What follows belongs to an exercise in optimizing a design on an open flow for small area and a short achievable clock period; a production flow would make more cautious choices. No run shown here included a check of the RTL's function; only the layout flow was run. Power and IR drop assume default switching activity.

## flow/design.v (module list and top-level ports; edited modules follow where they fit)
// module AdderPair: 28 lines
// module Comparator: 6 lines
// module Counter: 16 lines
// module FA: 7 lines
// module HA: 7 lines
// module Multiply16x16: 1789 lines
// module Multiply8x8: 499 lines
// module Tree8x8: 299 lines
// module Add8c: 106 lines
// module Add8: 99 lines
// module Add16: 231 lines
// module CellAOI21: 3 lines
// module CellOAI21: 3 lines
// module CellNAND2: 3 lines
// module CellNOR2: 3 lines
// module CellXOR2: 3 lines
// module CellXNOR2: 3 lines
// module MuxMod: 14 lines
// module PathSegment: 22 lines
// module ChipLevel: 23 lines
module ChipLevel (
   input  logic [15:0] data16_a, data16_b, data16_c, data16_d,
   input  logic [7:0] din_a, din_b,
   input  logic [1:0] sel,
   input  logic clk, cin, rst, start,
   input  logic s1, s2, op,
   output logic [15:0] mux_out, regout,
   output logic [31:0] m32_out,
   output logic cout1, cout2, comp_out1, comp_out2
);
  // ...
==> flow/flow/run.sh <==
#!/bin/bash
# Layout flow: the standard one, except that synthesis keeps the design's FA
# modules as the library's full-adder cell (flow/synth_fa.tcl) and leaves the
# remaining logic to ABC without re-extracting adders from it.  The
# registers must come out exactly as in the standard synthesis (same names
# and cell types); if they do not, the standard synthesis is used instead.
set -uo pipefail
R=orfs/results/$FLOW_PLATFORM/ChipLevel/base

bash standard.sh synth > std_synth.log 2>&1 || exit 1
cp $R/1_2_yosys.v std_1_2_yosys.v

# 2. the synthesis with full-adder cells, in a work folder of its own
MK=$(sed -n 's/^make -C \S* \(.*\) "\${@:-finish}"$/\1/p' standard.sh | sed 's|WORK_HOME=\S*||; s|SYNTH_SCRIPT=\S*||')
read -ra MKARGS <<< "$MK"
make -C "$FLOW_HOME" "${MKARGS[@]}" WORK_HOME="$PWD/orfs_fa" SYNTH_SCRIPT="$PWD/flow/synth_fa.tcl" \
  "SYNTH_KEEP_MODULES=FA HA CellAOI21 CellOAI21 CellNAND2 CellNOR2 CellXOR2 CellXNOR2" "ADDER_MAP_FILE=" synth > fa_synth.log 2>&1
ok=$?
if [[ $ok -eq 0 ]] && python3 flow/same_regs.py std_1_2_yosys.v orfs_fa/results/$FLOW_PLATFORM/ChipLevel/base/1_2_yosys.v > regs_check.log 2>&1; then
  echo "using the full-adder synthesis" > synth_choice.log
  cp orfs_fa/results/$FLOW_PLATFORM/ChipLevel/base/1_2_yosys.v $R/1_2_yosys.v
  rm -f $R/1_synth.odb $R/1_synth.sdc
else
  echo "using the standard synthesis (fa synth exit $ok)" > synth_choice.log
fi

# 3. the rest of the standard flow, with the ORFS settings in flow/make_args.txt
EXTRA=()
if [[ -f flow/make_args.txt ]]; then
  while read -r line; do [[ -n "$line" && "$line" != \#* ]] && EXTRA+=("${line//@FLOW@/$PWD/flow}"); done < flow/make_args.txt
fi
bash standard.sh finish "${EXTRA[@]}" > std_finish.log 2>&1
==> flow/flow/make_args.txt <==
BUFFER_PORTS_ARGS=-buffer_cell sky130_fd_sc_hd__buf_1
POST_GLOBAL_PLACE_TCL=@FLOW@/post_gpl.tcl
DONT_USE_CELLS=sky130_fd_sc_hd__probe_p_8 sky130_fd_sc_hd__probec_p_8 sky130_fd_sc_hd__lpflow_bleeder_1 sky130_fd_sc_hd__lpflow_clkbufkapwr_1 sky130_fd_sc_hd__lpflow_clkbufkapwr_16 sky130_fd_sc_hd__lpflow_clkbufkapwr_2 sky130_fd_sc_hd__lpflow_clkbufkapwr_4 sky130_fd_sc_hd__lpflow_clkbufkapwr_8 sky130_fd_sc_hd__lpflow_clkinvkapwr_1 sky130_fd_sc_hd__lpflow_clkinvkapwr_16 sky130_fd_sc_hd__lpflow_clkinvkapwr_2 sky130_fd_sc_hd__lpflow_clkinvkapwr_4 sky130_fd_sc_hd__lpflow_clkinvkapwr_8 sky130_fd_sc_hd__lpflow_decapkapwr_12 sky130_fd_sc_hd__lpflow_decapkapwr_3 sky130_fd_sc_hd__lpflow_decapkapwr_4 sky130_fd_sc_hd__lpflow_decapkapwr_6 sky130_fd_sc_hd__lpflow_decapkapwr_8 sky130_fd_sc_hd__lpflow_inputiso0n_1 sky130_fd_sc_hd__lpflow_inputiso0p_1 sky130_fd_sc_hd__lpflow_inputiso1n_1 sky130_fd_sc_hd__lpflow_inputiso1p_1 sky130_fd_sc_hd__lpflow_inputisolatch_1 sky130_fd_sc_hd__lpflow_isobufsrc_1 sky130_fd_sc_hd__lpflow_isobufsrc_16 sky130_fd_sc_hd__lpflow_isobufsrc_2 sky130_fd_sc_hd__lpflow_isobufsrc_4 sky130_fd_sc_hd__lpflow_isobufsrc_8 sky130_fd_sc_hd__lpflow_isobufsrckapwr_16 sky130_fd_sc_hd__lpflow_lsbuf_lh_hl_isowell_tap_1 sky130_fd_sc_hd__lpflow_lsbuf_lh_hl_isowell_tap_2 sky130_fd_sc_hd__lpflow_lsbuf_lh_hl_isowell_tap_4 sky130_fd_sc_hd__lpflow_lsbuf_lh_isowell_4 sky130_fd_sc_hd__lpflow_lsbuf_lh_isowell_tap_1 sky130_fd_sc_hd__lpflow_lsbuf_lh_isowell_tap_2 sky130_fd_sc_hd__lpflow_lsbuf_lh_isowell_tap_4  sky130_fd_sc_hd__clkdlybuf4s15_1 sky130_fd_sc_hd__clkdlybuf4s15_2 sky130_fd_sc_hd__clkdlybuf4s18_1 sky130_fd_sc_hd__clkdlybuf4s18_2 sky130_fd_sc_hd__clkdlybuf4s25_1 sky130_fd_sc_hd__clkdlybuf4s25_2 sky130_fd_sc_hd__clkdlybuf4s50_1 sky130_fd_sc_hd__clkdlybuf4s50_2
==> flow/flow/post_gpl.tcl <==
# The standard port buffering gives every port a buf_1 (BUFFER_PORTS_ARGS);
# input ports fan out to many cells, so their buffers become buf_2.
foreach inst [get_cells input*] {
  if {[get_property $inst ref_name] eq "sky130_fd_sc_hd__buf_1"} {
    replace_cell $inst sky130_fd_sc_hd__buf_2
  }
}
==> flow/flow/same_regs.py <==
"""Exit 0 if two netlists have the same flip-flops (instance names and cell types)."""
import re, sys

def regs(path):
    txt = open(path).read()
    return sorted(re.findall(r'(sky130_fd_sc_hd__(?:df|edf|sdf|dl)\w*)\s+(\S+)\s*\(', txt))

a, b = regs(sys.argv[1]), regs(sys.argv[2])
print(len(a), "registers in the standard synthesis,", len(b), "in the other")
if a != b or not a:
    print("differ:", sorted(set(a) ^ set(b))[:20])
    sys.exit(1)
print("same")
==> flow/flow/synth_fa.tcl <==
# synth_recipe.tcl with one change: the small gate modules of the design (FA,
# HA and the Cell* gates), kept as hierarchy through SYNTH_KEEP_MODULES,
# become the library's matching cells instead of being flattened and
# re-synthesized, so the adders keep the structure the RTL gives them.
proc synth {args} { yosys synth -nofsm -noshare {*}$args }
source $::env(SCRIPTS_DIR)/synth.tcl
foreach {m c} {
  FA        sky130_fd_sc_hd__fa_1
  HA        sky130_fd_sc_hd__ha_1
  CellAOI21 sky130_fd_sc_hd__a21oi_1
  CellOAI21 sky130_fd_sc_hd__o21ai_1
  CellNAND2 sky130_fd_sc_hd__nand2_1
  CellNOR2  sky130_fd_sc_hd__nor2_1
  CellXOR2  sky130_fd_sc_hd__xor2_1
  CellXNOR2 sky130_fd_sc_hd__xnor2_1
} {
  if {[lsearch -exact $::env(SYNTH_KEEP_MODULES) $m] >= 0} {
    chtype -set $c t:$m
    delete $m
  }
}
# left out here: clear keep_hierarchy, flatten, clean up
# a gate module whose ports do not match its cell would leave nets undriven
check -assert
# left out here: hide names made inside functions
tee -o $::env(REPORTS_DIR)/synth_stat_fa.txt stat {*}$lib_args
# left out here: write 1_2_yosys.v
==> flow/standard.sh <==
#!/bin/bash
# synth_recipe.tcl (not shown) runs the flow's synth.tcl, then flattens the netlist and writes it again
# the make line also repeats each setting of config.mk as NAME=value (left out here)
make -C /OpenROAD-flow-scripts/flow DESIGN_CONFIG=/design/flow/config.mk WORK_HOME=/design/flow/orfs CLKGATE_MAP_FILE= SYNTH_SCRIPT=/design/flow/synth_recipe.tcl "${@:-finish}"
==> flow/config.mk <==
export PLATFORM = sky130hd
export DESIGN_NAME = ChipLevel
export DESIGN_NICKNAME = ChipLevel
export VERILOG_FILES = /design/flow/design.v
export SDC_FILE = /design/flow/constraint.sdc
export NUM_CORES = 4
export LEC_CHECK = 0
export CAP_MARGIN = 20
export CORE_MARGIN = 2
export CORE_UTILIZATION = 60
export SETUP_SLACK_MARGIN = 3.9
export SLEW_MARGIN = 20
export TNS_END_PERCENT = 0
==> flow/constraint.sdc <==
create_clock -name core_clock -period 8.0 [get_ports {clk}]
set_input_delay 1.6000 -clock core_clock [delete_from_list [all_inputs] [get_ports {clk}]]
set_output_delay 1.6000 -clock core_clock [all_outputs]
set_load 0.01 [all_outputs]
==> out/metrics.cfg, run 1 <==
[outcome]
status=no timing/DRC/antenna violations

[final_layout]
count_of_inserted_antenna_diode_cells=1
inverters=105
area.share.sequential=0.2252
clock_area_frac=0.03461
bufAreaShareNonClock=0.06114

[clocking]
post_cts.resized_instances=88
cts_setup_buffers=0
cts_inserted_buffers=17

[critical_path]
reg2reg_slack_ps=3760
worst_setup_path_end_kind=register
critical_path.startpoint_type=input port
critical_path.reg2reg.startpoint=u7.BDATA[6]
worst_path_most_repeated_cell=fa_1
critPathLaunch=data16_b[12]

[detailed_routing]
met3_wirelength_um=2657
antenna_violating_nets_post_route=0
drt-wirelength-per-cell_um=17.57

[floorplanning]
tap_cells=378

[worst_hold_path]
hold_depth=0

[pwr]
pwr-share-seq=0.273
seq_power_w=0.00144
power_density_mw_per_mm2=287.7
p_leak_nw=7.122

[placed_design]
dp_hpwl_um=30420
post-place-ws_ps=2698

[synth]
syn_area_mm2=0.01681

[grt]
number_of_antenna_violations_at_the_first_check_in_global_routing=1

[job]
max_cap_violations=0

==> inputs of run 2 (changes only) <==
--- a/flow/design.v
+++ b/flow/design.v
@@ -1034,6 +1034,6 @@
 FA fa12 (.A(pp3_3), .B(pp4_2), .CIN(pp5_1), .COUT(t34), .SUM(t33));
 FA fa13 (.A(pp6_0), .B(t22), .CIN(t24), .COUT(t36), .SUM(t35));
-FA fa14 (.A(t31), .B(t33), .CIN(t26), .COUT(t38), .SUM(t37));
-FA fa15 (.A(t35), .B(t37), .CIN(t28), .COUT(t40), .SUM(t39));
+FA fa14 (.A(t31), .B(t33), .CIN(t35), .COUT(t38), .SUM(t37));
+FA fa15 (.A(t26), .B(t37), .CIN(t28), .COUT(t40), .SUM(t39));
 FA fa16 (.A(pp0_7), .B(pp1_6), .CIN(pp2_5), .COUT(t42), .SUM(t41));
 FA fa17 (.A(pp3_4), .B(pp4_3), .CIN(pp5_2), .COUT(t44), .SUM(t43));
@@ -1049,6 +1049,6 @@
 FA fa25 (.A(t55), .B(t57), .CIN(t46), .COUT(t62), .SUM(t61));
 FA fa26 (.A(t48), .B(t59), .CIN(t61), .COUT(t64), .SUM(t63));
-assign t65 = ~(t50 ^ t63);
-assign t66 = t50 | t63;
+assign t65 = ~(t50 ^ t52);
+assign t66 = t50 | t52;
 FA fa27 (.A(pp0_9), .B(pp1_8), .CIN(pp2_7), .COUT(t68), .SUM(t67));
 FA fa28 (.A(pp3_6), .B(pp4_5), .CIN(pp5_4), .COUT(t70), .SUM(t69));
@@ -1056,5 +1056,5 @@
 FA fa30 (.A(pp9_0), .B(t54), .CIN(t56), .COUT(t74), .SUM(t73));
 FA fa31 (.A(t58), .B(t67), .CIN(t69), .COUT(t76), .SUM(t75));
-FA fa32 (.A(t71), .B(t60), .CIN(t73), .COUT(t78), .SUM(t77));
+FA fa32 (.A(t71), .B(t73), .CIN(t60), .COUT(t78), .SUM(t77));
 FA fa33 (.A(t75), .B(t62), .CIN(t77), .COUT(t80), .SUM(t79));
 assign t81 = ~(t64 ^ t79);
@@ -1067,5 +1067,5 @@
 FA fa39 (.A(t85), .B(t87), .CIN(t74), .COUT(t94), .SUM(t93));
 FA fa40 (.A(t89), .B(t76), .CIN(t91), .COUT(t96), .SUM(t95));
-FA fa41 (.A(t93), .B(t78), .CIN(t95), .COUT(t98), .SUM(t97));
+FA fa41 (.A(t78), .B(t93), .CIN(t95), .COUT(t98), .SUM(t97));
 assign t99 = ~(t80 ^ t97);
 assign t100 = t80 | t97;
@@ -1076,6 +1076,6 @@
 FA fa46 (.A(t84), .B(t86), .CIN(t88), .COUT(t110), .SUM(t109));
 FA fa47 (.A(t101), .B(t103), .CIN(t105), .COUT(t112), .SUM(t111));
-FA fa48 (.A(t107), .B(t90), .CIN(t92), .COUT(t114), .SUM(t113));
-FA fa49 (.A(t109), .B(t111), .CIN(t94), .COUT(t116), .SUM(t115));
+FA fa48 (.A(t107), .B(t90), .CIN(t109), .COUT(t114), .SUM(t113));
+FA fa49 (.A(t92), .B(t111), .CIN(t94), .COUT(t116), .SUM(t115));
 FA fa50 (.A(t113), .B(t96), .CIN(t115), .COUT(t118), .SUM(t117));
 assign t119 = ~(t98 ^ t117);
@@ -1088,5 +1088,5 @@
 FA fa56 (.A(t106), .B(t108), .CIN(t121), .COUT(t132), .SUM(t131));
 FA fa57 (.A(t123), .B(t125), .CIN(t127), .COUT(t134), .SUM(t133));
-FA fa58 (.A(t110), .B(t112), .CIN(t129), .COUT(t136), .SUM(t135));
+FA fa58 (.A(t110), .B(t129), .CIN(t112), .COUT(t136), .SUM(t135));
 FA fa59 (.A(t131), .B(t133), .CIN(t114), .COUT(t138), .SUM(t137));
 FA fa60 (.A(t135), .B(t116), .CIN(t137), .COUT(t140), .SUM(t139));
@@ -1101,5 +1101,5 @@
 FA fa67 (.A(t143), .B(t145), .CIN(t147), .COUT(t156), .SUM(t155));
 FA fa68 (.A(t149), .B(t130), .CIN(t151), .COUT(t158), .SUM(t157));
-FA fa69 (.A(t132), .B(t134), .CIN(t153), .COUT(t160), .SUM(t159));
+FA fa69 (.A(t153), .B(t132), .CIN(t134), .COUT(t160), .SUM(t159));
 FA fa70 (.A(t155), .B(t136), .CIN(t157), .COUT(t162), .SUM(t161));
 FA fa71 (.A(t159), .B(t138), .CIN(t161), .COUT(t164), .SUM(t163));
@@ -1114,6 +1114,6 @@
 FA fa78 (.A(t150), .B(t167), .CIN(t169), .COUT(t180), .SUM(t179));
 FA fa79 (.A(t171), .B(t173), .CIN(t175), .COUT(t182), .SUM(t181));
-FA fa80 (.A(t152), .B(t154), .CIN(t156), .COUT(t184), .SUM(t183));
-FA fa81 (.A(t177), .B(t179), .CIN(t181), .COUT(t186), .SUM(t185));
+FA fa80 (.A(t152), .B(t154), .CIN(t177), .COUT(t184), .SUM(t183));
+FA fa81 (.A(t156), .B(t179), .CIN(t181), .COUT(t186), .SUM(t185));
 FA fa82 (.A(t158), .B(t160), .CIN(t183), .COUT(t188), .SUM(t187));
 FA fa83 (.A(t185), .B(t162), .CIN(t187), .COUT(t190), .SUM(t189));
@@ -1129,8 +1129,8 @@
 FA fa91 (.A(t193), .B(t195), .CIN(t197), .COUT(t208), .SUM(t207));
 FA fa92 (.A(t199), .B(t201), .CIN(t178), .COUT(t210), .SUM(t209));
-FA fa93 (.A(t180), .B(t182), .CIN(t203), .COUT(t212), .SUM(t211));
-FA fa94 (.A(t205), .B(t207), .CIN(t209), .COUT(t214), .SUM(t213));
-FA fa95 (.A(t184), .B(t186), .CIN(t211), .COUT(t216), .SUM(t215));
-FA fa96 (.A(t213), .B(t188), .CIN(t215), .COUT(t218), .SUM(t217));
+FA fa93 (.A(t203), .B(t205), .CIN(t180), .COUT(t212), .SUM(t211));
+FA fa94 (.A(t182), .B(t207), .CIN(t184), .COUT(t214), .SUM(t213));
+FA fa95 (.A(t209), .B(t186), .CIN(t211), .COUT(t216), .SUM(t215));
+FA fa96 (.A(t188), .B(t213), .CIN(t215), .COUT(t218), .SUM(t217));
 assign t219 = ~(t190 ^ t217);
 assign t220 = t190 | t217;
@@ -1144,10 +1144,10 @@
 FA fa104 (.A(t223), .B(t225), .CIN(t227), .COUT(t236), .SUM(t235));
 FA fa105 (.A(t229), .B(t204), .CIN(t206), .COUT(t238), .SUM(t237));
-FA fa106 (.A(t208), .B(t231), .CIN(t233), .COUT(t240), .SUM(t239));
+FA fa106 (.A(t231), .B(t208), .CIN(t233), .COUT(t240), .SUM(t239));
 FA fa107 (.A(t235), .B(t210), .CIN(t212), .COUT(t242), .SUM(t241));
 FA fa108 (.A(t237), .B(t239), .CIN(t214), .COUT(t244), .SUM(t243));
-FA fa109 (.A(t241), .B(t216), .CIN(t243), .COUT(t246), .SUM(t245));
-assign t247 = ~(t218 ^ t245);
-assign t248 = t218 | t245;
+FA fa109 (.A(t216), .B(t241), .CIN(t243), .COUT(t246), .SUM(t245));
+assign t247 = ~(t218 ^ t220);
+assign t248 = t218 | t220;
 FA fa110 (.A(pp10_7), .B(pp11_6), .CIN(pp12_5), .COUT(t250), .SUM(t249));
 FA fa111 (.A(pp13_4), .B(pp14_3), .CIN(pp15_2), .COUT(t252), .SUM(t251));
@@ -1158,8 +1158,8 @@
 FA fa116 (.A(t230), .B(t249), .CIN(t251), .COUT(t262), .SUM(t261));
 FA fa117 (.A(t253), .B(t255), .CIN(t232), .COUT(t264), .SUM(t263));
-FA fa118 (.A(t257), .B(t234), .CIN(t236), .COUT(t266), .SUM(t265));
-FA fa119 (.A(t259), .B(t261), .CIN(t238), .COUT(t268), .SUM(t267));
+FA fa118 (.A(t257), .B(t259), .CIN(t234), .COUT(t266), .SUM(t265));
+FA fa119 (.A(t236), .B(t261), .CIN(t238), .COUT(t268), .SUM(t267));
 FA fa120 (.A(t263), .B(t240), .CIN(t265), .COUT(t270), .SUM(t269));
-FA fa121 (.A(t267), .B(t242), .CIN(t269), .COUT(t272), .SUM(t271));
+FA fa121 (.A(t242), .B(t267), .CIN(t269), .COUT(t272), .SUM(t271));
 FA fa122 (.A(t244), .B(t271), .CIN(t246), .COUT(t274), .SUM(t273));
 FA fa123 (.A(pp10_8), .B(pp11_7), .CIN(pp12_6), .COUT(t276), .SUM(t275));
@@ -1170,9 +1170,9 @@
 FA fa128 (.A(t254), .B(t256), .CIN(t275), .COUT(t286), .SUM(t285));
 FA fa129 (.A(t277), .B(t279), .CIN(t281), .COUT(t288), .SUM(t287));
-FA fa130 (.A(t258), .B(t260), .CIN(t262), .COUT(t290), .SUM(t289));
-FA fa131 (.A(t283), .B(t285), .CIN(t287), .COUT(t292), .SUM(t291));
+FA fa130 (.A(t258), .B(t260), .CIN(t283), .COUT(t290), .SUM(t289));
+FA fa131 (.A(t262), .B(t285), .CIN(t287), .COUT(t292), .SUM(t291));
 FA fa132 (.A(t264), .B(t266), .CIN(t289), .COUT(t294), .SUM(t293));
 FA fa133 (.A(t291), .B(t268), .CIN(t270), .COUT(t296), .SUM(t295));
-FA fa134 (.A(t293), .B(t295), .CIN(t272), .COUT(t298), .SUM(t297));
+FA fa134 (.A(t293), .B(t272), .CIN(t295), .COUT(t298), .SUM(t297));
 FA fa135 (.A(pp10_9), .B(pp11_8), .CIN(pp12_7), .COUT(t300), .SUM(t299));
 FA fa136 (.A(pp13_6), .B(pp14_5), .CIN(pp15_4), .COUT(t302), .SUM(t301));
@@ -1182,6 +1182,6 @@
 FA fa140 (.A(t282), .B(t299), .CIN(t301), .COUT(t310), .SUM(t309));
 FA fa141 (.A(t303), .B(t305), .CIN(t284), .COUT(t312), .SUM(t311));
-FA fa142 (.A(t286), .B(t288), .CIN(t307), .COUT(t314), .SUM(t313));
-FA fa143 (.A(t309), .B(t311), .CIN(t290), .COUT(t316), .SUM(t315));
+FA fa142 (.A(t307), .B(t286), .CIN(t288), .COUT(t314), .SUM(t313));
+FA fa143 (.A(t309), .B(t290), .CIN(t311), .COUT(t316), .SUM(t315));
 FA fa144 (.A(t292), .B(t313), .CIN(t294), .COUT(t318), .SUM(t317));
 FA fa145 (.A(t315), .B(t296), .CIN(t317), .COUT(t320), .SUM(t319));
@@ -1192,8 +1192,8 @@
 FA fa150 (.A(t302), .B(t304), .CIN(t306), .COUT(t330), .SUM(t329));
 FA fa151 (.A(t321), .B(t323), .CIN(t325), .COUT(t332), .SUM(t331));
-FA fa152 (.A(t308), .B(t327), .CIN(t310), .COUT(t334), .SUM(t333));
-FA fa153 (.A(t329), .B(t331), .CIN(t312), .COUT(t336), .SUM(t335));
-FA fa154 (.A(t314), .B(t333), .CIN(t335), .COUT(t338), .SUM(t337));
-FA fa155 (.A(t316), .B(t337), .CIN(t318), .COUT(t340), .SUM(t339));
+FA fa152 (.A(t308), .B(t327), .CIN(t329), .COUT(t334), .SUM(t333));
+FA fa153 (.A(t310), .B(t331), .CIN(t312), .COUT(t336), .SUM(t335));
+FA fa154 (.A(t314), .B(t333), .CIN(t316), .COUT(t338), .SUM(t337));
+FA fa155 (.A(t335), .B(t318), .CIN(t337), .COUT(t340), .SUM(t339));
 FA fa156 (.A(pp10_11), .B(pp11_10), .CIN(pp12_9), .COUT(t342), .SUM(t341));
 FA fa157 (.A(pp13_8), .B(pp14_7), .CIN(pp15_6), .COUT(t344), .SUM(t343));
@@ -1202,6 +1202,6 @@
 FA fa160 (.A(t326), .B(t341), .CIN(t343), .COUT(t350), .SUM(t349));
 FA fa161 (.A(t345), .B(t328), .CIN(t330), .COUT(t352), .SUM(t351));
-FA fa162 (.A(t332), .B(t347), .CIN(t349), .COUT(t354), .SUM(t353));
-FA fa163 (.A(t351), .B(t334), .CIN(t353), .COUT(t356), .SUM(t355));
+FA fa162 (.A(t347), .B(t332), .CIN(t349), .COUT(t354), .SUM(t353));
+FA fa163 (.A(t334), .B(t351), .CIN(t353), .COUT(t356), .SUM(t355));
 FA fa164 (.A(t336), .B(t355), .CIN(t338), .COUT(t358), .SUM(t357));
 FA fa165 (.A(pp10_12), .B(pp11_11), .CIN(pp12_10), .COUT(t360), .SUM(t359));
@@ -1210,5 +1210,5 @@
 FA fa168 (.A(t342), .B(t344), .CIN(t346), .COUT(t366), .SUM(t365));
 FA fa169 (.A(t359), .B(t361), .CIN(t363), .COUT(t368), .SUM(t367));
-FA fa170 (.A(t348), .B(t350), .CIN(t365), .COUT(t370), .SUM(t369));
+FA fa170 (.A(t348), .B(t365), .CIN(t350), .COUT(t370), .SUM(t369));
 FA fa171 (.A(t367), .B(t352), .CIN(t354), .COUT(t372), .SUM(t371));
 FA fa172 (.A(t369), .B(t356), .CIN(t371), .COUT(t374), .SUM(t373));
@@ -1224,6 +1224,6 @@
 FA fa182 (.A(pp9_15), .B(t376), .CIN(t378), .COUT(t394), .SUM(t393));
 FA fa183 (.A(t389), .B(t391), .CIN(t380), .COUT(t396), .SUM(t395));
-FA fa184 (.A(t382), .B(t393), .CIN(t395), .COUT(t398), .SUM(t397));
-FA fa185 (.A(t384), .B(t397), .CIN(t386), .COUT(t400), .SUM(t399));
+FA fa184 (.A(t393), .B(t382), .CIN(t384), .COUT(t398), .SUM(t397));
+FA fa185 (.A(t395), .B(t386), .CIN(t397), .COUT(t400), .SUM(t399));
 FA fa186 (.A(pp10_15), .B(pp11_14), .CIN(pp12_13), .COUT(t402), .SUM(t401));
 FA fa187 (.A(pp13_12), .B(pp14_11), .CIN(pp15_10), .COUT(t404), .SUM(t403));
@@ -1308,5 +1308,5 @@
   q0_7 <= t40;
   q1_7 <= t51;
-  q0_8 <= t52;
+  q0_8 <= t63;
   q1_8 <= t65;
   q0_9 <= t66;
@@ -1324,5 +1324,5 @@
   q0_15 <= t192;
   q1_15 <= t219;
-  q0_16 <= t220;
+  q0_16 <= t245;
   q1_16 <= t247;
   q0_17 <= t248;
@@ -1858,496 +1858,8 @@
   output logic [15:0] p
 );
-logic pp0_0;
-logic pp0_1;
-logic pp0_2;
-logic pp0_3;
-logic pp0_4;
-logic pp0_5;
-logic pp0_6;
-logic pp0_7;
-logic pp1_0;
-logic pp1_1;
-logic pp1_2;
-logic pp1_3;
-logic pp1_4;
-logic pp1_5;
-logic pp1_6;
-logic pp1_7;
-logic pp2_0;
-logic pp2_1;
-logic pp2_2;
-logic pp2_3;
-logic pp2_4;
-logic pp2_5;
-logic pp2_6;
-logic pp2_7;
-logic pp3_0;
-logic pp3_1;
-logic pp3_2;
-logic pp3_3;
-logic pp3_4;
-logic pp3_5;
-logic pp3_6;
-logic pp3_7;
-logic pp4_0;
-logic pp4_1;
-logic pp4_2;
-logic pp4_3;
-logic pp4_4;
-logic pp4_5;
-logic pp4_6;
-logic pp4_7;
-logic pp5_0;
-logic pp5_1;
-logic pp5_2;
-logic pp5_3;
-logic pp5_4;
-logic pp5_5;
-logic pp5_6;
-logic pp5_7;
-logic pp6_0;
-logic pp6_1;
-logic pp6_2;
-logic pp6_3;
-logic pp6_4;
-logic pp6_5;
-logic pp6_6;
-logic pp6_7;
-logic pp7_0;
-logic pp7_1;
-logic pp7_2;
-logic pp7_3;
-logic pp7_4;
-logic pp7_5;
-logic pp7_6;
-logic pp7_7;
-logic t1;
-logic t2;
-logic t3;
-logic t4;
-logic t5;
-logic t6;
-logic t7;
-logic t8;
-logic t9;
-logic t10;
-logic t11;
-logic t12;
-logic t13;
-logic t14;
-logic t15;
-logic t16;
-logic t17;
-logic t18;
-logic t19;
-logic t20;
-logic t21;
-logic t22;
-logic t23;
-logic t24;
-logic t25;
-logic t26;
-logic t27;
-logic t28;
-logic t29;
-logic t30;
-logic t31;
-logic t32;
-logic t33;
-logic t34;
-logic t35;
-logic t36;
-logic t37;
-logic t38;
-logic t39;
-logic t40;
-logic t41;
-logic t42;
-logic t43;
-logic t44;
-logic t45;
-logic t46;
-logic t47;
-logic t48;
-logic t49;
-logic t50;
-logic t51;
-logic t52;
-logic t53;
-logic t54;
-logic t55;
-logic t56;
-logic t57;
-logic t58;
-logic t59;
-logic t60;
-logic t61;
-logic t62;
-logic t63;
-logic t64;
-logic t65;
-logic t66;
-logic t67;
-logic t68;
-logic t69;
-logic t70;
-logic t71;
-logic t72;
-logic t73;
-logic t74;
-logic t75;
-logic t76;
-logic t77;
-logic t78;
-logic t79;
-logic t80;
-logic t81;
-logic t82;
-logic t83;
-logic t84;
-logic t85;
-logic t86;
-logic t87;
-logic t88;
-logic t89;
-logic t90;
-logic t91;
-logic t92;
-logic t93;
-logic t94;
-assign pp0_0 = ~(a[0] & b[0]);
-assign pp0_1 = ~(a[0] & b[1]);
-assign pp0_2 = ~(a[0] & b[2]);
-assign pp0_3 = ~(a[0] & b[3]);
-assign pp0_4 = ~(a[0] & b[4]);
-assign pp0_5 = ~(a[0] & b[5]);
-assign pp0_6 = ~(a[0] & b[6]);
-assign pp0_7 = ~(a[0] & b[7]);
-assign pp1_0 = ~(a[1] & b[0]);
-assign pp1_1 = ~(a[1] & b[1]);
-assign pp1_2 = ~(a[1] & b[2]);
-assign pp1_3 = ~(a[1] & b[3]);
-assign pp1_4 = ~(a[1] & b[4]);
-assign pp1_5 = ~(a[1] & b[5]);
-assign pp1_6 = ~(a[1] & b[6]);
-assign pp1_7 = ~(a[1] & b[7]);
-assign pp2_0 = ~(a[2] & b[0]);
-assign pp2_1 = ~(a[2] & b[1]);
-assign pp2_2 = ~(a[2] & b[2]);
-assign pp2_3 = ~(a[2] & b[3]);
-assign pp2_4 = ~(a[2] & b[4]);
-assign pp2_5 = ~(a[2] & b[5]);
-assign pp2_6 = ~(a[2] & b[6]);
-assign pp2_7 = ~(a[2] & b[7]);
-assign pp3_0 = ~(a[3] & b[0]);
-assign pp3_1 = ~(a[3] & b[1]);
-assign pp3_2 = ~(a[3] & b[2]);
-assign pp3_3 = ~(a[3] & b[3]);
-assign pp3_4 = ~(a[3] & b[4]);
-assign pp3_5 = ~(a[3] & b[5]);
-assign pp3_6 = ~(a[3] & b[6]);
-assign pp3_7 = ~(a[3] & b[7]);
-assign pp4_0 = ~(a[4] & b[0]);
-assign pp4_1 = ~(a[4] & b[1]);
-assign pp4_2 = ~(a[4] & b[2]);
-assign pp4_3 = ~(a[4] & b[3]);
-assign pp4_4 = ~(a[4] & b[4]);
-assign pp4_5 = ~(a[4] & b[5]);
-assign pp4_6 = ~(a[4] & b[6]);
-assign pp4_7 = ~(a[4] & b[7]);
-assign pp5_0 = ~(a[5] & b[0]);
-assign pp5_1 = ~(a[5] & b[1]);
-assign pp5_2 = ~(a[5] & b[2]);
-assign pp5_3 = ~(a[5] & b[3]);
-assign pp5_4 = ~(a[5] & b[4]);
-assign pp5_5 = ~(a[5] & b[5]);
-assign pp5_6 = ~(a[5] & b[6]);
-assign pp5_7 = ~(a[5] & b[7]);
-assign pp6_0 = ~(a[6] & b[0]);
-assign pp6_1 = ~(a[6] & b[1]);
-assign pp6_2 = ~(a[6] & b[2]);
-assign pp6_3 = ~(a[6] & b[3]);
-assign pp6_4 = ~(a[6] & b[4]);
-assign pp6_5 = ~(a[6] & b[5]);
-assign pp6_6 = ~(a[6] & b[6]);
-assign pp6_7 = ~(a[6] & b[7]);
-assign pp7_0 = ~(a[7] & b[0]);
-assign pp7_1 = ~(a[7] & b[1]);
-assign pp7_2 = ~(a[7] & b[2]);
-assign pp7_3 = ~(a[7] & b[3]);
-assign pp7_4 = ~(a[7] & b[4]);
-assign pp7_5 = ~(a[7] & b[5]);
-assign pp7_6 = ~(a[7] & b[6]);
-assign pp7_7 = ~(a[7] & b[7]);
-assign t1 = ~(pp0_1 ^ pp1_0);
-assign t2 = pp0_1 | pp1_0;
-FA fa201 (.A(pp0_2), .B(pp1_1), .CIN(pp2_0), .COUT(t4), .SUM(t3));
-assign t5 = ~(t2 ^ t3);
-assign t6 = t2 | t3;
-FA fa202 (.A(pp0_3), .B(pp1_2), .CIN(pp2_1), .COUT(t8), .SUM(t7));
-FA fa203 (.A(pp3_0), .B(t4), .CIN(t7), .COUT(t10), .SUM(t9));
-assign t11 = ~(t6 ^ t9);
-assign t12 = t6 | t9;
-FA fa204 (.A(pp0_4), .B(pp1_3), .CIN(pp2_2), .COUT(t14), .SUM(t13));
-FA fa205 (.A(pp3_1), .B(pp4_0), .CIN(t8), .COUT(t16), .SUM(t15));
-FA fa206 (.A(t13), .B(t15), .CIN(t10), .COUT(t18), .SUM(t17));
-assign t19 = ~(t12 ^ t17);
-assign t20 = t12 | t17;
-FA fa207 (.A(pp0_5), .B(pp1_4), .CIN(pp2_3), .COUT(t22), .SUM(t21));
-FA fa208 (.A(pp3_2), .B(pp4_1), .CIN(pp5_0), .COUT(t24), .SUM(t23));
-FA fa209 (.A(t14), .B(t21), .CIN(t23), .COUT(t26), .SUM(t25));
-FA fa210 (.A(t16), .B(t25), .CIN(t18), .COUT(t28), .SUM(t27));
-assign t29 = ~(t20 ^ t27);
-assign t30 = t20 | t27;
-FA fa211 (.A(pp0_6), .B(pp1_5), .CIN(pp2_4), .COUT(t32), .SUM(t31));
-FA fa212 (.A(pp3_3), .B(pp4_2), .CIN(pp5_1), .COUT(t34), .SUM(t33));
-FA fa213 (.A(pp6_0), .B(t22), .CIN(t24), .COUT(t36), .SUM(t35));
-FA fa214 (.A(t31), .B(t33), .CIN(t26), .COUT(t38), .SUM(t37));
-FA fa215 (.A(t35), .B(t37), .CIN(t28), .COUT(t40), .SUM(t39));
-FA fa216 (.A(pp0_7), .B(pp1_6), .CIN(pp2_5), .COUT(t42), .SUM(t41));
-FA fa217 (.A(pp3_4), .B(pp4_3), .CIN(pp5_2), .COUT(t44), .SUM(t43));
-FA fa218 (.A(pp6_1), .B(pp7_0), .CIN(t32), .COUT(t46), .SUM(t45));
-FA fa219 (.A(t34), .B(t41), .CIN(t43), .COUT(t48), .SUM(t47));
-FA fa220 (.A(t36), .B(t45), .CIN(t47), .COUT(t50), .SUM(t49));
-assign t51 = ~(t38 ^ t49);
-assign t52 = t38 | t49;
-FA fa221 (.A(pp1_7), .B(pp2_6), .CIN(pp3_5), .COUT(t54), .SUM(t53));
-FA fa222 (.A(pp4_4), .B(pp5_3), .CIN(pp6_2), .COUT(t56), .SUM(t55));
-FA fa223 (.A(pp7_1), .B(t42), .CIN(t44), .COUT(t58), .SUM(t57));
-FA fa224 (.A(t53), .B(t55), .CIN(t46), .COUT(t60), .SUM(t59));
-FA fa225 (.A(t48), .B(t57), .CIN(t59), .COUT(t62), .SUM(t61));
-assign t63 = ~(t50 ^ t61);
-assign t64 = t50 | t61;
-FA fa226 (.A(pp2_7), .B(pp3_6), .CIN(pp4_5), .COUT(t66), .SUM(t65));
-FA fa227 (.A(pp5_4), .B(pp6_3), .CIN(pp7_2), .COUT(t68), .SUM(t67));
-FA fa228 (.A(t54), .B(t56), .CIN(t65), .COUT(t70), .SUM(t69));
-FA fa229 (.A(t67), .B(t58), .CIN(t69), .COUT(t72), .SUM(t71));
-FA fa230 (.A(t60), .B(t71), .CIN(t62), .COUT(t74), .SUM(t73));
-FA fa231 (.A(pp3_7), .B(pp4_6), .CIN(pp5_5), .COUT(t76), .SUM(t75));
-FA fa232 (.A(pp6_4), .B(pp7_3), .CIN(t66), .COUT(t78), .SUM(t77));
-FA fa233 (.A(t68), .B(t75), .CIN(t77), .COUT(t80), .SUM(t79));
-FA fa234 (.A(t70), .B(t79), .CIN(t72), .COUT(t82), .SUM(t81));
-FA fa235 (.A(pp4_7), .B(pp5_6), .CIN(pp6_5), .COUT(t84), .SUM(t83));
-FA fa236 (.A(pp7_4), .B(t76), .CIN(t83), .COUT(t86), .SUM(t85));
-FA fa237 (.A(t78), .B(t85), .CIN(t80), .COUT(t88), .SUM(t87));
-FA fa238 (.A(pp5_7), .B(pp6_6), .CIN(pp7_5), .COUT(t90), .SUM(t89));
-FA fa239 (.A(t84), .B(t89), .CIN(t86), .COUT(t92), .SUM(t91));
-FA fa240 (.A(pp6_7), .B(pp7_6), .CIN(t90), .COUT(t94), .SUM(t93));
-logic q0_0;
-logic q0_1;
-logic q0_2;
-logic q0_3;
-logic q0_4;
-logic q0_5;
-logic q0_6;
-logic q0_7;
-logic q0_8;
-logic q0_9;
-logic q0_10;
-logic q0_11;
-logic q0_12;
-logic q0_13;
-logic q0_14;
-logic q1_6;
-logic q1_7;
-logic q1_8;
-logic q1_9;
-logic q1_10;
-logic q1_11;
-logic q1_12;
-logic q1_13;
-logic q1_14;
-always_ff @(posedge clk) begin
-  q0_0 <= pp0_0;
-  q0_1 <= t1;
-  q0_2 <= t5;
-  q0_3 <= t11;
-  q0_4 <= t19;
-  q0_5 <= t29;
-  q0_6 <= t30;
-  q1_6 <= t39;
-  q0_7 <= t40;
-  q1_7 <= t51;
-  q0_8 <= t52;
-  q1_8 <= t63;
-  q0_9 <= t64;
-  q1_9 <= t73;
-  q0_10 <= t74;
-  q1_10 <= t81;
-  q0_11 <= t82;
-  q1_11 <= t87;
-  q0_12 <= t88;
-  q1_12 <= t91;
-  q0_13 <= t92;
-  q1_13 <= t93;
-  q0_14 <= pp7_7;
-  q1_14 <= t94;
-end
-logic v1;
-logic v2;
-logic v3;
-logic v4;
-logic v5;
-logic v6;
-logic v7;
-logic v8;
-logic v9;
-logic v10;
-logic v11;
-logic v12;
-logic v13;
-logic v14;
-logic v15;
-logic v16;
-logic v17;
-logic v18;
-logic v19;
-logic v20;
-logic v21;
-logic v22;
-logic v23;
-logic v24;
-logic v25;
-logic v26;
-logic v27;
-logic v28;
-logic v29;
-logic v30;
-logic v31;
-logic v32;
-logic v33;
-logic v34;
-logic v35;
-logic v36;
-logic v37;
-logic v38;
-logic v39;
-logic v40;
-logic v41;
-logic v42;
-logic v43;
-logic v44;
-logic v45;
-logic v46;
-logic v47;
-logic v48;
-logic v49;
-logic v50;
-logic v51;
-logic v52;
-logic v53;
-logic v54;
-logic v55;
-logic v56;
-logic v57;
-logic v58;
-logic v59;
-logic v60;
-logic v61;
-logic v62;
-logic v63;
-logic v64;
-logic v65;
-logic v66;
-logic v67;
-logic v68;
-logic v69;
-logic v70;
-logic v71;
-logic v72;
-logic v73;
-logic v74;
-logic v75;
-CellNOR2 cv1 (.A(q0_6), .B(q1_6), .Y(v1));
-CellXOR2 cv2 (.A(q0_6), .B(q1_6), .X(v2));
-CellNOR2 cv3 (.A(q0_7), .B(q1_7), .Y(v3));
-CellXOR2 cv4 (.A(q0_7), .B(q1_7), .X(v4));
-CellNOR2 cv5 (.A(q0_8), .B(q1_8), .Y(v5));
-CellXOR2 cv6 (.A(q0_8), .B(q1_8), .X(v6));
-CellNOR2 cv7 (.A(q0_9), .B(q1_9), .Y(v7));
-CellXOR2 cv8 (.A(q0_9), .B(q1_9), .X(v8));
-CellNOR2 cv9 (.A(q0_10), .B(q1_10), .Y(v9));
-CellXOR2 cv10 (.A(q0_10), .B(q1_10), .X(v10));
-CellNOR2 cv11 (.A(q0_11), .B(q1_11), .Y(v11));
-CellXOR2 cv12 (.A(q0_11), .B(q1_11), .X(v12));
-CellNOR2 cv13 (.A(q0_12), .B(q1_12), .Y(v13));
-CellXOR2 cv14 (.A(q0_12), .B(q1_12), .X(v14));
-CellNOR2 cv15 (.A(q0_13), .B(q1_13), .Y(v15));
-CellXOR2 cv16 (.A(q0_13), .B(q1_13), .X(v16));
-CellNOR2 cv17 (.A(q0_14), .B(q1_14), .Y(v17));
-CellXOR2 cv18 (.A(q0_14), .B(q1_14), .X(v18));
-CellNOR2 cv19 (.A(q0_3), .B(q0_2), .Y(v19));
-CellNOR2 cv20 (.A(q0_5), .B(q0_4), .Y(v20));
-CellAOI21 cv21 (.A1(v4), .A2(v1), .B1(v3), .Y(v21));
-CellNAND2 cv22 (.A(v4), .B(v2), .Y(v22));
-CellAOI21 cv23 (.A1(v8), .A2(v5), .B1(v7), .Y(v23));
-CellNAND2 cv24 (.A(v8), .B(v6), .Y(v24));
-CellAOI21 cv25 (.A1(v12), .A2(v9), .B1(v11), .Y(v25));
-CellNAND2 cv26 (.A(v12), .B(v10), .Y(v26));
-CellAOI21 cv27 (.A1(v16), .A2(v13), .B1(v15), .Y(v27));
-CellNAND2 cv28 (.A(v16), .B(v14), .Y(v28));
-CellNAND2 cv29 (.A(v2), .B(v20), .Y(v29));
-assign v30 = ~v20;
-CellNOR2 cv31 (.A(v22), .B(v30), .Y(v31));
-assign v32 = ~v23;
-CellAOI21 cv33 (.A1(v10), .A2(v32), .B1(v9), .Y(v33));
-assign v34 = ~v10;
-CellNOR2 cv35 (.A(v34), .B(v24), .Y(v35));
-CellOAI21 cv36 (.A1(v26), .A2(v23), .B1(v25), .Y(v36));
-CellNOR2 cv37 (.A(v26), .B(v24), .Y(v37));
-assign v38 = ~v27;
-CellAOI21 cv39 (.A1(v18), .A2(v38), .B1(v17), .Y(v39));
-assign v40 = ~v18;
-CellNOR2 cv41 (.A(v40), .B(v28), .Y(v41));
-CellAOI21 cv42 (.A1(v14), .A2(v36), .B1(v13), .Y(v42));
-CellNAND2 cv43 (.A(v14), .B(v37), .Y(v43));
-assign v44 = ~v36;
-CellOAI21 cv45 (.A1(v28), .A2(v44), .B1(v27), .Y(v45));
-assign v46 = ~v37;
-CellNOR2 cv47 (.A(v28), .B(v46), .Y(v47));
-assign v48 = ~v39;
-CellAOI21 cv49 (.A1(v41), .A2(v36), .B1(v48), .Y(v49));
-CellNAND2 cv50 (.A(v41), .B(v37), .Y(v50));
-assign v51 = ~v21;
-CellAOI21 cv52 (.A1(v6), .A2(v51), .B1(v5), .Y(v52));
-CellOAI21 cv53 (.A1(v24), .A2(v21), .B1(v23), .Y(v53));
-assign v54 = ~v35;
-CellOAI21 cv55 (.A1(v54), .A2(v21), .B1(v33), .Y(v55));
-assign v56 = ~v21;
-CellAOI21 cv57 (.A1(v37), .A2(v56), .B1(v36), .Y(v57));
-CellOAI21 cv58 (.A1(v43), .A2(v21), .B1(v42), .Y(v58));
-assign v59 = ~v21;
-CellAOI21 cv60 (.A1(v47), .A2(v59), .B1(v45), .Y(v60));
-CellOAI21 cv61 (.A1(v50), .A2(v21), .B1(v49), .Y(v61));
-assign v62 = ~q0_0;
-assign v63 = ~q0_1;
-assign v64 = ~q0_2;
-assign v65 = ~q0_3;
-assign v66 = ~q0_4;
-assign v67 = ~q0_5;
-CellXOR2 cv68 (.A(v4), .B(v1), .X(v68));
-CellXNOR2 cv69 (.A(v6), .B(v21), .Y(v69));
-CellXNOR2 cv70 (.A(v8), .B(v52), .Y(v70));
-CellXOR2 cv71 (.A(v10), .B(v53), .X(v71));
-CellXOR2 cv72 (.A(v12), .B(v55), .X(v72));
-CellXNOR2 cv73 (.A(v14), .B(v57), .Y(v73));
-CellXOR2 cv74 (.A(v16), .B(v58), .X(v74));
-CellXNOR2 cv75 (.A(v18), .B(v60), .Y(v75));
-assign p[0] = v62;
-assign p[1] = v63;
-assign p[2] = v64;
-assign p[3] = v65;
-assign p[4] = v66;
-assign p[5] = v67;
-assign p[6] = v2;
-assign p[7] = v68;
-assign p[8] = v69;
-assign p[9] = v70;
-assign p[10] = v71;
-assign p[11] = v72;
-assign p[12] = v73;
-assign p[13] = v74;
-assign p[14] = v75;
-assign p[15] = v61;
+logic [15:0] x, y, s;
+Tree8x8 u_tree (.a(a), .b(b), .x(x), .y(y));
+Add16 u_add (.a(x), .b(y), .s(s), .co());
+always_ff @(posedge clk) p <= s;
 endmodule
 module Tree8x8 (
@@ -2570,51 +2082,51 @@
 assign t1 = ~(pp0_2 ^ pp1_1);
 assign t2 = pp0_2 | pp1_1;
-FA fa241 (.A(pp0_3), .B(pp1_2), .CIN(pp2_1), .COUT(t4), .SUM(t3));
+FA fa201 (.A(pp0_3), .B(pp1_2), .CIN(pp2_1), .COUT(t4), .SUM(t3));
 assign t5 = ~(pp3_0 ^ t2);
 assign t6 = pp3_0 | t2;
-FA fa242 (.A(pp0_4), .B(pp1_3), .CIN(pp2_2), .COUT(t8), .SUM(t7));
-FA fa243 (.A(pp3_1), .B(pp4_0), .CIN(t4), .COUT(t10), .SUM(t9));
+FA fa202 (.A(pp0_4), .B(pp1_3), .CIN(pp2_2), .COUT(t8), .SUM(t7));
+FA fa203 (.A(pp3_1), .B(pp4_0), .CIN(t4), .COUT(t10), .SUM(t9));
 assign t11 = ~(t6 ^ t7);
 assign t12 = t6 | t7;
-FA fa244 (.A(pp0_5), .B(pp1_4), .CIN(pp2_3), .COUT(t14), .SUM(t13));
-FA fa245 (.A(pp3_2), .B(pp4_1), .CIN(pp5_0), .COUT(t16), .SUM(t15));
-FA fa246 (.A(t8), .B(t13), .CIN(t15), .COUT(t18), .SUM(t17));
-assign t19 = ~(t10 ^ t12);
-assign t20 = t10 | t12;
-FA fa247 (.A(pp0_6), .B(pp1_5), .CIN(pp2_4), .COUT(t22), .SUM(t21));
-FA fa248 (.A(pp3_3), .B(pp4_2), .CIN(pp5_1), .COUT(t24), .SUM(t23));
-FA fa249 (.A(pp6_0), .B(t14), .CIN(t16), .COUT(t26), .SUM(t25));
-FA fa250 (.A(t21), .B(t23), .CIN(t18), .COUT(t28), .SUM(t27));
-assign t29 = ~(t25 ^ t20);
-assign t30 = t25 | t20;
-FA fa251 (.A(pp0_7), .B(pp1_6), .CIN(pp2_5), .COUT(t32), .SUM(t31));
-FA fa252 (.A(pp3_4), .B(pp4_3), .CIN(pp5_2), .COUT(t34), .SUM(t33));
-FA fa253 (.A(pp6_1), .B(pp7_0), .CIN(t22), .COUT(t36), .SUM(t35));
-FA fa254 (.A(t24), .B(t31), .CIN(t33), .COUT(t38), .SUM(t37));
-FA fa255 (.A(t26), .B(t35), .CIN(t37), .COUT(t40), .SUM(t39));
-assign t41 = ~(t30 ^ t28);
-assign t42 = t30 | t28;
-FA fa256 (.A(pp1_7), .B(pp2_6), .CIN(pp3_5), .COUT(t44), .SUM(t43));
-FA fa257 (.A(pp4_4), .B(pp5_3), .CIN(pp6_2), .COUT(t46), .SUM(t45));
-FA fa258 (.A(pp7_1), .B(t32), .CIN(t34), .COUT(t48), .SUM(t47));
-FA fa259 (.A(t43), .B(t45), .CIN(t36), .COUT(t50), .SUM(t49));
-FA fa260 (.A(t38), .B(t47), .CIN(t49), .COUT(t52), .SUM(t51));
+FA fa204 (.A(pp0_5), .B(pp1_4), .CIN(pp2_3), .COUT(t14), .SUM(t13));
+FA fa205 (.A(pp3_2), .B(pp4_1), .CIN(pp5_0), .COUT(t16), .SUM(t15));
+FA fa206 (.A(t8), .B(t13), .CIN(t15), .COUT(t18), .SUM(t17));
+assign t19 = ~(t12 ^ t10);
+assign t20 = t12 | t10;
+FA fa207 (.A(pp0_6), .B(pp1_5), .CIN(pp2_4), .COUT(t22), .SUM(t21));
+FA fa208 (.A(pp3_3), .B(pp4_2), .CIN(pp5_1), .COUT(t24), .SUM(t23));
+FA fa209 (.A(pp6_0), .B(t14), .CIN(t16), .COUT(t26), .SUM(t25));
+FA fa210 (.A(t21), .B(t23), .CIN(t25), .COUT(t28), .SUM(t27));
+assign t29 = ~(t18 ^ t20);
+assign t30 = t18 | t20;
+FA fa211 (.A(pp0_7), .B(pp1_6), .CIN(pp2_5), .COUT(t32), .SUM(t31));
+FA fa212 (.A(pp3_4), .B(pp4_3), .CIN(pp5_2), .COUT(t34), .SUM(t33));
+FA fa213 (.A(pp6_1), .B(pp7_0), .CIN(t22), .COUT(t36), .SUM(t35));
+FA fa214 (.A(t24), .B(t31), .CIN(t33), .COUT(t38), .SUM(t37));
+FA fa215 (.A(t26), .B(t35), .CIN(t37), .COUT(t40), .SUM(t39));
+assign t41 = ~(t28 ^ t30);
+assign t42 = t28 | t30;
+FA fa216 (.A(pp1_7), .B(pp2_6), .CIN(pp3_5), .COUT(t44), .SUM(t43));
+FA fa217 (.A(pp4_4), .B(pp5_3), .CIN(pp6_2), .COUT(t46), .SUM(t45));
+FA fa218 (.A(pp7_1), .B(t32), .CIN(t34), .COUT(t48), .SUM(t47));
+FA fa219 (.A(t43), .B(t45), .CIN(t36), .COUT(t50), .SUM(t49));
+FA fa220 (.A(t47), .B(t38), .CIN(t49), .COUT(t52), .SUM(t51));
 assign t53 = ~(t40 ^ t42);
 assign t54 = t40 | t42;
-FA fa261 (.A(pp2_7), .B(pp3_6), .CIN(pp4_5), .COUT(t56), .SUM(t55));
-FA fa262 (.A(pp5_4), .B(pp6_3), .CIN(pp7_2), .COUT(t58), .SUM(t57));
-FA fa263 (.A(t44), .B(t46), .CIN(t55), .COUT(t60), .SUM(t59));
-FA fa264 (.A(t57), .B(t48), .CIN(t59), .COUT(t62), .SUM(t61));
-FA fa265 (.A(t50), .B(t61), .CIN(t52), .COUT(t64), .SUM(t63));
-FA fa266 (.A(pp3_7), .B(pp4_6), .CIN(pp5_5), .COUT(t66), .SUM(t65));
-FA fa267 (.A(pp6_4), .B(pp7_3), .CIN(t56), .COUT(t68), .SUM(t67));
-FA fa268 (.A(t58), .B(t65), .CIN(t67), .COUT(t70), .SUM(t69));
-FA fa269 (.A(t60), .B(t69), .CIN(t62), .COUT(t72), .SUM(t71));
-FA fa270 (.A(pp4_7), .B(pp5_6), .CIN(pp6_5), .COUT(t74), .SUM(t73));
-FA fa271 (.A(pp7_4), .B(t66), .CIN(t73), .COUT(t76), .SUM(t75));
-FA fa272 (.A(t68), .B(t75), .CIN(t70), .COUT(t78), .SUM(t77));
-FA fa273 (.A(pp5_7), .B(pp6_6), .CIN(pp7_5), .COUT(t80), .SUM(t79));
-FA fa274 (.A(t74), .B(t79), .CIN(t76), .COUT(t82), .SUM(t81));
-FA fa275 (.A(pp6_7), .B(pp7_6), .CIN(t80), .COUT(t84), .SUM(t83));
+FA fa221 (.A(pp2_7), .B(pp3_6), .CIN(pp4_5), .COUT(t56), .SUM(t55));
+FA fa222 (.A(pp5_4), .B(pp6_3), .CIN(pp7_2), .COUT(t58), .SUM(t57));
+FA fa223 (.A(t44), .B(t46), .CIN(t55), .COUT(t60), .SUM(t59));
+FA fa224 (.A(t57), .B(t48), .CIN(t59), .COUT(t62), .SUM(t61));
+FA fa225 (.A(t50), .B(t61), .CIN(t52), .COUT(t64), .SUM(t63));
+FA fa226 (.A(pp3_7), .B(pp4_6), .CIN(pp5_5), .COUT(t66), .SUM(t65));
+FA fa227 (.A(pp6_4), .B(pp7_3), .CIN(t56), .COUT(t68), .SUM(t67));
+FA fa228 (.A(t58), .B(t65), .CIN(t67), .COUT(t70), .SUM(t69));
+FA fa229 (.A(t60), .B(t69), .CIN(t62), .COUT(t72), .SUM(t71));
+FA fa230 (.A(pp4_7), .B(pp5_6), .CIN(pp6_5), .COUT(t74), .SUM(t73));
+FA fa231 (.A(pp7_4), .B(t66), .CIN(t73), .COUT(t76), .SUM(t75));
+FA fa232 (.A(t68), .B(t75), .CIN(t70), .COUT(t78), .SUM(t77));
+FA fa233 (.A(pp5_7), .B(pp6_6), .CIN(pp7_5), .COUT(t80), .SUM(t79));
+FA fa234 (.A(t74), .B(t79), .CIN(t76), .COUT(t82), .SUM(t81));
+FA fa235 (.A(pp6_7), .B(pp7_6), .CIN(t80), .COUT(t84), .SUM(t83));
 assign x[0] = ~pp0_0;
 assign y[0] = 1'b0;
==> flow/flow/post_gpl.tcl (replaced) <==
# The standard port buffering gives every port a buf_1 (BUFFER_PORTS_ARGS);
# input ports fan out to many cells, so their buffers become buf_4.
foreach inst [get_cells input*] {
  if {[get_property $inst ref_name] eq "sky130_fd_sc_hd__buf_1"} {
    replace_cell $inst sky130_fd_sc_hd__buf_4
  }
}
--- a/flow/config.mk
+++ b/flow/config.mk
@@ -9,5 +9,4 @@
 export CORE_MARGIN = 2
 export CORE_UTILIZATION = 60
-export SETUP_SLACK_MARGIN = 3.9
+export SETUP_SLACK_MARGIN = 3.6
 export SLEW_MARGIN = 20
-export TNS_END_PERCENT = 0
==> run 2 against run 1 <==
Against the previous run:
- combinational power is 6% higher
- total power is 1.4% higher
- synthesized cell count is 1.0% higher
- clock power is 5.3% lower
- clock skew is 3.8 ps higher
- final cell count is 2.5% higher
- count of clock-buffer cells in the layout is 3 higher
- worst hold slack worse by 9.2 ps
- design area is 4.4% higher
- synthesized area is 0.36% higher
- critical path type unchanged
- critical endpoint unchanged
==> out/metrics.cfg, run 2 <==
[outcome]
status=no timing/DRC/antenna violations  ; unchanged

[pwr]
pwr-share-seq=0.259  ; was 0.273
intPower_w=0.003047  ; was 0.003015 W
power.switching_fraction=0.4320  ; was 0.4303
maximum_resistive_drop_on_vdd_uv=144.1  ; was 203.9 uV
power_frac_clock=0.159  ; was 0.170
total_switching_power_w=0.002317  ; was 0.002278 W
p_leak_nw=7.616  ; was 7.122 nW
share_of_power_burned_in_combinational_logic=0.582  ; was 0.557
power_density_mw_per_mm2=279.3  ; was 287.7 mW/mm2

[clocking]
cts_inserted_buffers=17  ; unchanged
clock_transition_at_the_register_clock_pins_on_the_worst_setup_and_hold_paths_after_cts_ps=80  ; about the same
clock_tree.root_cell=clkbuf_16  ; unchanged
htreeDepth=4  ; unchanged
ctsHoldBuffers=0  ; unchanged
cts_tree=done  ; unchanged
clkSinkCount=183  ; was 191
cts.path.max_buffers=2  ; unchanged
clock_insertion_delay_worst_skew_ps=460  ; about the same

[sta]
setup_total_negative_slack_ps=0  ; unchanged
unrepaired_setup_endpoints_after_global_routing=yes  ; unchanged
finalHoldViolations=0  ; unchanged
clock-skew-final_ps=17.54  ; was 13.74 ps
period_share=0.5551  ; was 0.5534
timing.slew.headroom=0.3925  ; was 0.3934
clock.fmax_mhz=225.2  ; was 225.9 MHz
holdWs_ps=320.6  ; was 329.9 ps
setup_violating_endpoint_count_in_the_final_report=0  ; unchanged
setup_slack_ps=3559  ; was 3573 ps
timing.final.crit_period_ps=4441  ; was 4427 ps
worst_slew_pin_slew_ps=911.2  ; was 909.8 ps
slew_viol_final=0  ; unchanged

[floorplanning]
fp.dieArea_mm2=0.02947  ; was 0.02937 mm2
die-height_um=171.7  ; was 171.4 um
placeableCoreArea_mm2=0.02771  ; unchanged
std_cell_rows=61  ; unchanged
starting_density=0.6089  ; was 0.6066
pin_count=157  ; unchanged
chipWidth_um=171.7  ; was 171.4 um

[final_layout]
final_core_util=0.6934  ; was 0.6641
finalNetCount=2294  ; was 2227
fillers=2232  ; was 2283
layout-drive-gt1-share=0.1816  ; was 0.1264
layoutNonFillerInstCount=2278  ; was 2223
layout.cells.most_common_list=nand2_1 (407), fa_1 (208), dfxtp_1 (151)  ; was nand2_1 (441), fa_1 (258), dfxtp_1 (159)
most_common_library_cell_in_the_layout_ignoring_fill_and_taps=nand2_1  ; unchanged
count_of_inserted_antenna_diode_cells=0  ; was 1
synthToLayoutAreaGrowth_pct=13.89  ; was 9.469%

[critical_path]
critPathTopFamily=adder cells  ; unchanged
reg2reg_slack_ps=3820  ; was 3760 ps
critPathMaxStageDelay_ps=580  ; was 550 ps
critPathLaunch=data16_a[1]  ; was data16_b[12]
setup.worst_path.class=input port to register  ; unchanged
cp_max_fo=9  ; was 11
critical_path.startpoint_type=input port  ; unchanged
worst_setup_path_end_kind=register  ; unchanged
timing.critical_path.required_ps=8330  ; about the same
critical_path.reg2reg.startpoint=u7.BDATA[4]  ; was u7.BDATA[6]
ff2ff_path_depth=13  ; unchanged
worst-path-buf-inv=1  ; unchanged
timing.critical_path.arrival_ps=4770  ; was 4760 ps
cp_slowest_cell=fa_1  ; unchanged
timing.critical_path.cells=buf_6, nand2_2, fa_2, fa_1, fa_1, fa_2, fa_1, fa_2  ; was buf_4, nand2_1, fa_2, fa_1, fa_1, fa_1, fa_1, fa_1
critical_path.reg2reg.endpoint=u7.REGOUT[15]  ; unchanged

[synth]
syn-mean-instance-area_um2=9.424  ; was 9.485 um2
synthesis.yosys.warnings=6  ; unchanged
syn_area_mm2=0.01687  ; was 0.01681 mm2
number_of_instances_in_the_synthesized_netlist=1790  ; was 1772

[grt]
first_global_vias=12590  ; was 12610
number_of_antenna_violations_at_the_first_check_in_global_routing=0  ; was 1
grt_max_degree=40  ; unchanged
gr-total-overflow=0  ; unchanged
grt_pass1_wl_um=64400  ; was 63610 um
globalRouteTotalUtil=0.2864  ; was 0.2824

[worst_hold_path]
hold_depth=0  ; unchanged
holdPathEnd=u1.ad16[6]  ; was u1.ad16[0]
timing.hold.worst.start=u1.lo1[6]  ; was u1.lo1[0]
min_path_type=register to register  ; unchanged

[detailed_routing]
drt-wirelength-per-cell_um=17.71  ; was 17.57 um
detail_route.first_pass.iterations=5  ; unchanged
dr_total_vias=12480  ; was 12140
drc_errors=0  ; unchanged
drt-vias-per-instance=5.478  ; was 5.459
drt_iter0_markers=850  ; was 660
finalWirelength_um=40330  ; was 39060 um
antenna_violating_nets_post_route=0  ; unchanged

[placed_design]
place.port_buffers=156  ; unchanged
post-place-ws_ps=2885  ; was 2698 ps
placed_cells=2213  ; was 2190
dp_hpwl_um=31110  ; was 30420 um

[job]
max_cap_violations=0  ; unchanged

[run 2: cell types whose count changed in the layout (fill, tap and decap cells not counted), moves of 9 or more]
cell | before | now
a21oi_1 | 100 | 110
buf_2 | 65 | 36
buf_4 | 11 | 52
fa_1 | 258 | 208
fa_2 | 17 | 62
ha_1 | 32 | 44
inv_1 | 105 | 125
nand2_1 | 441 | 407
nand2_2 | 6 | 17
o21ai_0 | 24 | 15
or2_2 | 14 | 5
xor2_1 | 84 | 70
[run 2: area by class of cell]
type / instances / area, um2 / share of cell area
flip-flops and latches: 183 / 3984 / 0.2074
repair buffers: 224 / 1589 / 0.08271
inverters: 128 / 480.5 / 0.02501
clock buffers: 20 / 457.9 / 0.02384
well taps: 378 / 473.0 / 0.02462
multi-input cells: 1333 / 12120 / 0.6308
clock inverters: 12 / 107.6 / 0.005601
[run 2: metrics by stage]
step	power, W	cell area [um2]
2_1_floorplan	0.003997	18020
3_3_place_gp	0.004349	17640
3_5_place_dp	0.004438	17960
4_1_cts	0.005333	18680
5_1_grt	0.005906	19210
6_report	0.005365	19210
[run 2: worst max-delay path by stage]
stage,to,slack (ps),cells past startpoint
3_5_place_dp,u5.q0_17,2890,9
4_1_cts,u4.p[14],3570,14
2_1_floorplan,u5.q1_17,3180,10
6_report,u5.q1_17,3560,8
5_1_grt,u4.p[14],3500,15
3_3_place_gp,u5.q1_17,2520,8
[run 2: what timing repair did]
action,in CTS,in global routing
pin swaps,4,17
setup endpoints to repair,48,33
hold endpoints to repair,0,0
setup buffers,2,31
resized for setup,50,99
[run 2: worst register-to-register path, stage by stage, from the launching register on]
cell and delay, ps:
edfxtp_1 590, nand2_1 130, fa_1 390, fa_1 380
fa_1 450, fa_1 390, fa_1 480, mux2i_1 70
ha_1 350, a21oi_1 240, o21ai_1 160, a21oi_1 160
o21ai_1 110, xor2_1 160
[run 2: metal layers]
metal  track usage  vias up  wire length (um)
met5             0        -                 0
met1        0.3803     6237             17020
met4       0.08327        0               869
li1              -     5767                 -
met2        0.4879      410             20280
met3       0.04533       64              2171
[run 2: power by group through the flow]
stage               registers, W  clock network, W  logic (W)
global route             0.00142          0.000903    0.00358
floorplan                0.00137                 0    0.00262
detailed placement       0.00141                 0    0.00302
CTS                      0.00139          0.000866    0.00307
finish                   0.00139          0.000850    0.00312
global placement         0.00141                 0    0.00294

## separate check: timing with driven ports
No port has a modelled driver above. Below, the same layouts with a new extraction and two added sets of constraints.
Step 1 sets driving cells, clkbuf_16 on the clock port and buf_2 on the other inputs (assumed; they add their load-dependent delay and slew).
Step 2 also shifts input and output timing later by t, the mid clock arrival at the registers, as if the neighbouring blocks saw the same clock.
Three values: ideal, step 1, step 2; two values: the first two.
| run | t, ns | setup WS [ns] | worst setup path after step 2 |
|---|---|---|---|
| run 1 | 0.501 | 3.573 / 3.556 / 3.055 | input to register |
| run 2 | 0.496 | 3.559 / 3.554 / 3.058 | input to register |
After both steps every run listed still meets setup and hold. For run 1, which loses most, drivers alone change the setup slack by -0.017 ns; drivers and shift together by -0.518 ns.
